From an optimization exercise on the open Yosys and OpenROAD flow, aimed at small area; shortcuts taken in it are not production practice. Function was checked by simulation only, so behaviour that the tests miss may differ from the original. The clock port is modelled as an ideal driver, which makes a skipped or thinned clock tree look cheaper than it is; a real chip needs a root buffer or a tree. No activity file was given, so power comes from the tool's default toggle rates.

Design mtm_Alu, start of the top module:
module mtm_Alu (
    input  wire clk,    
    input  wire rst_n,  
    input  wire sin,    
    output reg  sout    
);
Size in the first run: roughly 370 cells after synthesis, ~4 I/O pins.
export LEC_CHECK = 0
export ABC_AREA = 1
export CAP_MARGIN = 20
export CORE_MARGIN = 2
export CORE_UTILIZATION = 60
export SLEW_MARGIN = 20
create_clock -name core_clock -period 5.0 [get_ports {clk}]
standard.sh (not shown) runs the stock make flow with config.mk's settings and CLKGATE_MAP_FILE= SYNTH_SCRIPT=/design/flow/synth_recipe.tcl, a recipe that flattens the netlist after the stock synthesis.
==> flow/flow/run.sh <==
#!/bin/bash
# Own layout flow: the standard synthesis, then the combinational logic between the
# registers is mapped again by ABC with an area-oriented script (registers, full adders
# and the design's ports are kept as they are), then the standard layout from the
# floorplan on. Each tool's output goes to a log file of its own in this folder.
set -euo pipefail
HERE=$(pwd)
FLOWDIR=$HERE/flow
RES=$HERE/orfs/results/${FLOW_PLATFORM}/mtm_Alu/base
LIB=$FLOW_HOME/platforms/${FLOW_PLATFORM}/lib/sky130_fd_sc_hd__tt_025C_1v80.lib
YOSYS=$FLOW_HOME/../tools/install/yosys/bin/yosys
[[ -x $YOSYS ]] || YOSYS=$(command -v yosys)

# 1. standard synthesis
bash standard.sh synth > $HERE/log_1_standard_synth.txt 2>&1

# 2. re-map the combinational logic
cp $RES/1_2_yosys.v $HERE/standard_1_2_yosys.v
python3 $FLOWDIR/unmap.py $LIB $HERE/standard_1_2_yosys.v $HERE/unmapped.v fa_ > $HERE/log_2_unmap.txt 2>&1
DONTUSE=""
for c in $(sed -n '/DONT_USE_CELLS/,/^$/p' $FLOW_HOME/platforms/${FLOW_PLATFORM}/config.mk | grep -o 'sky130_fd_sc_hd__[a-z0-9_]*'); do
  DONTUSE="$DONTUSE -dont_use $c"
done
cat > $HERE/resynth.ys <<EOY
read_liberty -lib $LIB
read_verilog $HERE/unmapped.v
hierarchy -check -top $FLOW_TOP
techmap
opt -fast
opt_clean
abc -liberty $LIB $DONTUSE -script $FLOWDIR/abc_area.scr -D 5000
opt_clean -purge
hilomap -singleton -hicell sky130_fd_sc_hd__conb_1 HI -locell sky130_fd_sc_hd__conb_1 LO
splitnets
opt_clean -purge
insbuf -buf sky130_fd_sc_hd__buf_4 A X
check -assert
tee -o $HERE/resynth_stat.txt stat -liberty $LIB
write_verilog -noattr -noexpr -nohex -nodec $HERE/resynth.v
EOY
$YOSYS -s $HERE/resynth.ys > $HERE/log_3_resynth.txt 2>&1
cp $HERE/resynth.v $RES/1_2_yosys.v
touch $RES/1_2_yosys.v

# 3. standard layout from the floorplan on; the clock tree without dummy loads
bash standard.sh finish "CTS_ARGS=-sink_clustering_enable -repair_clock_nets -dont_use_dummy_load" > $HERE/log_4_standard_layout.txt 2>&1
Other scripts of this flow, unchanged in this note and not shown: flow/flow/abc_area.scr, flow/flow/unmap.py
Rerun with:
Settings changed: CAP_MARGIN 20 to 0, GPL_TIMING_DRIVEN set to 0, SLEW_MARGIN 20 to 0.
After rerunning: Worst setup slack degrades by 130 ps. Power rises by 0.77%. Cell area barely changes. Hold slack degrades by 7.6 ps. Utilization is about the same.
Rerun with:
Settings changed: CAP_MARGIN 0 to 20, SLEW_MARGIN 0 to 20.
Effect:
- The changed run completed without violations
- wire length climbs slightly
- utilization climbs by 0.64 points
- total power climbs slightly
- clock-buffer cell count does not change

mtm_Alu again, from the RTL that the note above started with.
Settings: LEC_CHECK=0, ABC_AREA=1, CAP_MARGIN=20, CORE_MARGIN=2, CORE_UTILIZATION=60, SLEW_MARGIN=20; clock period 5.0 ns.
==> flow/flow/run.sh <==
#!/bin/bash
# Own layout flow: the standard synthesis, then the combinational logic between the
# registers is mapped again by ABC with an area-oriented script (registers, full adders
# and the design's ports are kept as they are), then the standard layout from the
# floorplan on. Each tool's output goes to a log file of its own in this folder.
set -euo pipefail
HERE=$(pwd)
FLOWDIR=$HERE/flow
RES=$HERE/orfs/results/${FLOW_PLATFORM}/mtm_Alu/base
LIB=$FLOW_HOME/platforms/${FLOW_PLATFORM}/lib/sky130_fd_sc_hd__tt_025C_1v80.lib
YOSYS=$FLOW_HOME/../tools/install/yosys/bin/yosys
[[ -x $YOSYS ]] || YOSYS=$(command -v yosys)

# 1. standard synthesis
bash standard.sh synth > $HERE/log_1_standard_synth.txt 2>&1

# 2. re-map the combinational logic
cp $RES/1_2_yosys.v $HERE/standard_1_2_yosys.v
python3 $FLOWDIR/unmap.py $LIB $HERE/standard_1_2_yosys.v $HERE/unmapped.v fa_ > $HERE/log_2_unmap.txt 2>&1
DONTUSE=""
for c in $(sed -n '/DONT_USE_CELLS/,/^$/p' $FLOW_HOME/platforms/${FLOW_PLATFORM}/config.mk | grep -o 'sky130_fd_sc_hd__[a-z0-9_]*'); do
  DONTUSE="$DONTUSE -dont_use $c"
done
cat > $HERE/resynth.ys <<EOY
read_liberty -lib $LIB
read_verilog $HERE/unmapped.v
hierarchy -check -top $FLOW_TOP
techmap
opt -fast
opt_clean
abc -liberty $LIB $DONTUSE -script $FLOWDIR/abc_area.scr -D 5000
opt_clean -purge
hilomap -singleton -hicell sky130_fd_sc_hd__conb_1 HI -locell sky130_fd_sc_hd__conb_1 LO
splitnets
opt_clean -purge
insbuf -buf sky130_fd_sc_hd__buf_4 A X
check -assert
tee -o $HERE/resynth_stat.txt stat -liberty $LIB
write_verilog -noattr -noexpr -nohex -nodec $HERE/resynth.v
EOY
$YOSYS -s $HERE/resynth.ys > $HERE/log_3_resynth.txt 2>&1
cp $HERE/resynth.v $RES/1_2_yosys.v
touch $RES/1_2_yosys.v

# 3. standard layout from the floorplan on; after clock_tree_synthesis the clock
#    tree is rebuilt as one level of four buffers (flow/post_cts.tcl)
bash standard.sh finish "CTS_ARGS=-sink_clustering_enable -repair_clock_nets -dont_use_dummy_load" \
  "POST_CTS_TCL=$FLOWDIR/post_cts.tcl" "BUFFER_PORTS_ARGS=-buffer_cell sky130_fd_sc_hd__buf_1" \
  > $HERE/log_4_standard_layout.txt 2>&1
==> flow/flow/abc_area.scr <==
strash; dch -f; amap; topo; stime -c
==> flow/flow/post_cts.tcl <==
# POST_CTS_TCL hook: replace the clock tree that clock_tree_synthesis built with
# a single level of four clkbuf_16 driven by the clock port, each driving a
# quarter of the registers, grouped by position (two columns of two groups).
# Every register gets the same buffer type and the same number of buffers
# from the clock port.
set mt_block [ord::get_db_block]
set mt_db [ord::get_db]
set mt_clk [$mt_block findNet clk]
set mt_master [$mt_db findMaster sky130_fd_sc_hd__clkbuf_16]

# register clock pins
set mt_sinks {}
foreach mt_inst [$mt_block getInsts] {
  if {![[$mt_inst getMaster] isSequential]} { continue }
  set mt_it [$mt_inst findITerm CLK]
  if {$mt_it eq "NULL" || $mt_it eq ""} { continue }
  set mt_loc [$mt_inst getLocation]
  lappend mt_sinks [list [lindex $mt_loc 0] [lindex $mt_loc 1] $mt_it]
}
puts "post_cts: [llength $mt_sinks] register clock pins"

# take out the tree clock_tree_synthesis built
foreach mt_inst [$mt_block getInsts] {
  set mt_name [$mt_inst getName]
  set mt_mname [[$mt_inst getMaster] getName]
  if {([string match "clkbuf_*" $mt_name] && [string match "sky130_fd_sc_hd__clkbuf_*" $mt_mname])
      || ([string match "clkload*" $mt_name] && [string match "sky130_fd_sc_hd__clkinv*" $mt_mname])} {
    set mt_out [[$mt_inst findITerm X] getNet]
    foreach mt_it [$mt_inst getITerms] { if {[$mt_it getNet] ne "NULL"} { $mt_it disconnect } }
    odb::dbInst_destroy $mt_inst
    if {$mt_out ne "NULL" && $mt_out ne $mt_clk} {
      foreach mt_it [$mt_out getITerms] { $mt_it disconnect }
      odb::dbNet_destroy $mt_out
    }
  }
}
foreach mt_s $mt_sinks {
  set mt_it [lindex $mt_s 2]
  if {[$mt_it getNet] ne "NULL"} { $mt_it disconnect }
}

# four groups: split by x into two columns, each column by y into two groups
set mt_sinks [lsort -integer -index 0 $mt_sinks]
set mt_n [llength $mt_sinks]
set mt_groups {}
for {set c 0} {$c < 2} {incr c} {
  set mt_col [lsort -integer -index 1 [lrange $mt_sinks [expr {$c * $mt_n / 2}] [expr {($c + 1) * $mt_n / 2 - 1}]]]
  set mt_m [llength $mt_col]
  for {set r 0} {$r < 2} {incr r} {
    lappend mt_groups [lrange $mt_col [expr {$r * $mt_m / 2}] [expr {($r + 1) * $mt_m / 2 - 1}]]
  }
}
set mt_g 0
foreach mt_grp $mt_groups {
  set sx 0; set sy 0
  foreach s $mt_grp { set sx [expr {$sx + [lindex $s 0]}]; set sy [expr {$sy + [lindex $s 1]}] }
  set cx [expr {$sx / [llength $mt_grp]}]; set cy [expr {$sy / [llength $mt_grp]}]
  set mt_inst [odb::dbInst_create $mt_block $mt_master "clkbuf_leaf_$mt_g"]
  $mt_inst setLocation $cx $cy
  $mt_inst setPlacementStatus PLACED
  set mt_net [odb::dbNet_create $mt_block "clknet_leaf_$mt_g"]
  $mt_net setSigType CLOCK
  [$mt_inst findITerm A] connect $mt_clk
  [$mt_inst findITerm X] connect $mt_net
  foreach s $mt_grp { [lindex $s 2] connect $mt_net }
  incr mt_g
}
puts "post_cts: $mt_g clock buffers"

detailed_placement
estimate_parasitics -placement
if { [llength [info procs repair_timing_helper]] } {
  repair_timing_helper
}
# size down the gates that have slack to spare
repair_timing -recover_power 100
detailed_placement
check_placement -verbose
report_clock_skew
Other scripts of this flow, unchanged in this note and not shown: flow/flow/unmap.py
The baseline finished with timing, DRC and antenna clean.
Then changed:
--- a/flow/flow/run.sh
+++ b/flow/flow/run.sh
@@ -46,4 +46,3 @@
 #    tree is rebuilt as one level of four buffers (flow/post_cts.tcl)
 bash standard.sh finish "CTS_ARGS=-sink_clustering_enable -repair_clock_nets -dont_use_dummy_load" \
-  "POST_CTS_TCL=$FLOWDIR/post_cts.tcl" "BUFFER_PORTS_ARGS=-buffer_cell sky130_fd_sc_hd__buf_1" \
-  > $HERE/log_4_standard_layout.txt 2>&1
+  "POST_CTS_TCL=$FLOWDIR/post_cts.tcl" > $HERE/log_4_standard_layout.txt 2>&1
--- a/flow/flow/post_cts.tcl
+++ b/flow/flow/post_cts.tcl
@@ -72,8 +72,6 @@
 if { [llength [info procs repair_timing_helper]] } {
   repair_timing_helper
+  detailed_placement
 }
-# size down the gates that have slack to spare
-repair_timing -recover_power 100
-detailed_placement
 check_placement -verbose
 report_clock_skew
Settings changed: CORE_UTILIZATION 60 to 70.
Effect: The changed run ran to the end with no violations; die area is lower by 14%; worst setup slack improved by 0.039 ns; clock power hardly moves; cell area is lower by 0.46%; total power went up by 1.7%.
Then changed:
Settings changed: CORE_UTILIZATION 70 to 60.
Effect: Sequential cell count stays the same. Synthesized cell count does not change. Cell area came out higher by 0.68%. Hold slack loses 0.0065 ns. Total power came out lower by 1.6%. Via count came out lower by 2.6%. Sequential power hardly moves. Maximum frequency came out higher by 0.79%.
Then changed:
==> flow/flow/abc_area.scr (replaced) <==
strash; dch -f; amap; topo; stime -c; buffer -c; upsize -c; dnsize -c
What happened: The new run finished with timing, DRC and antenna clean; global-route usage falls by 0.86 points; final cell count decreases slightly; critical path depth does not change; final area rose slightly; die area climbs slightly.
In every run of this note, the design's own scripts or RTL, not TritonCTS, make the clock network.

[separate check: timing with driven ports]
How much do the figures lean on ideal ports? The routed layouts below were timed once more, with nothing changed but the port constraints. Step 1: set_driving_cell puts a clkbuf_16 on clk and a buf_2 on each other input, an assumption about the parent block. Step 2 times the ports against the registers' clock, not the clock port: input delays grow and output delays shrink by t, the midpoint of the rising clock arrivals with the driver on. a / b / c = no drivers / after step 1 / after step 2; a / b = the first two.
| run | t, ns | setup slack, ns | pins driven straight from the clock port |
|---|---|---|---|
| the first run of note 1 | 0.381 | 0.361 / 0.361 / 0.361 | 1 |
| the second run of note 1 | 0.379 | 0.234 / 0.234 / 0.234 | 1 |
| the third run of note 1 | 0.382 | 0.185 / 0.185 / 0.185 | 1 |
| the first run of note 2 | 0.230 | 0.267 / 0.267 / 0.267 | 4 |
| the second run of note 2 | 0.224 | 0.306 / 0.306 / 0.306 | 4 |
| the third run of note 2 | 0.228 | 0.343 / 0.344 / 0.344 | 4 |
| the fourth run of note 2 | 0.232 | 0.369 / 0.369 / 0.369 | 4 |
After both steps every run listed still meets setup and hold.
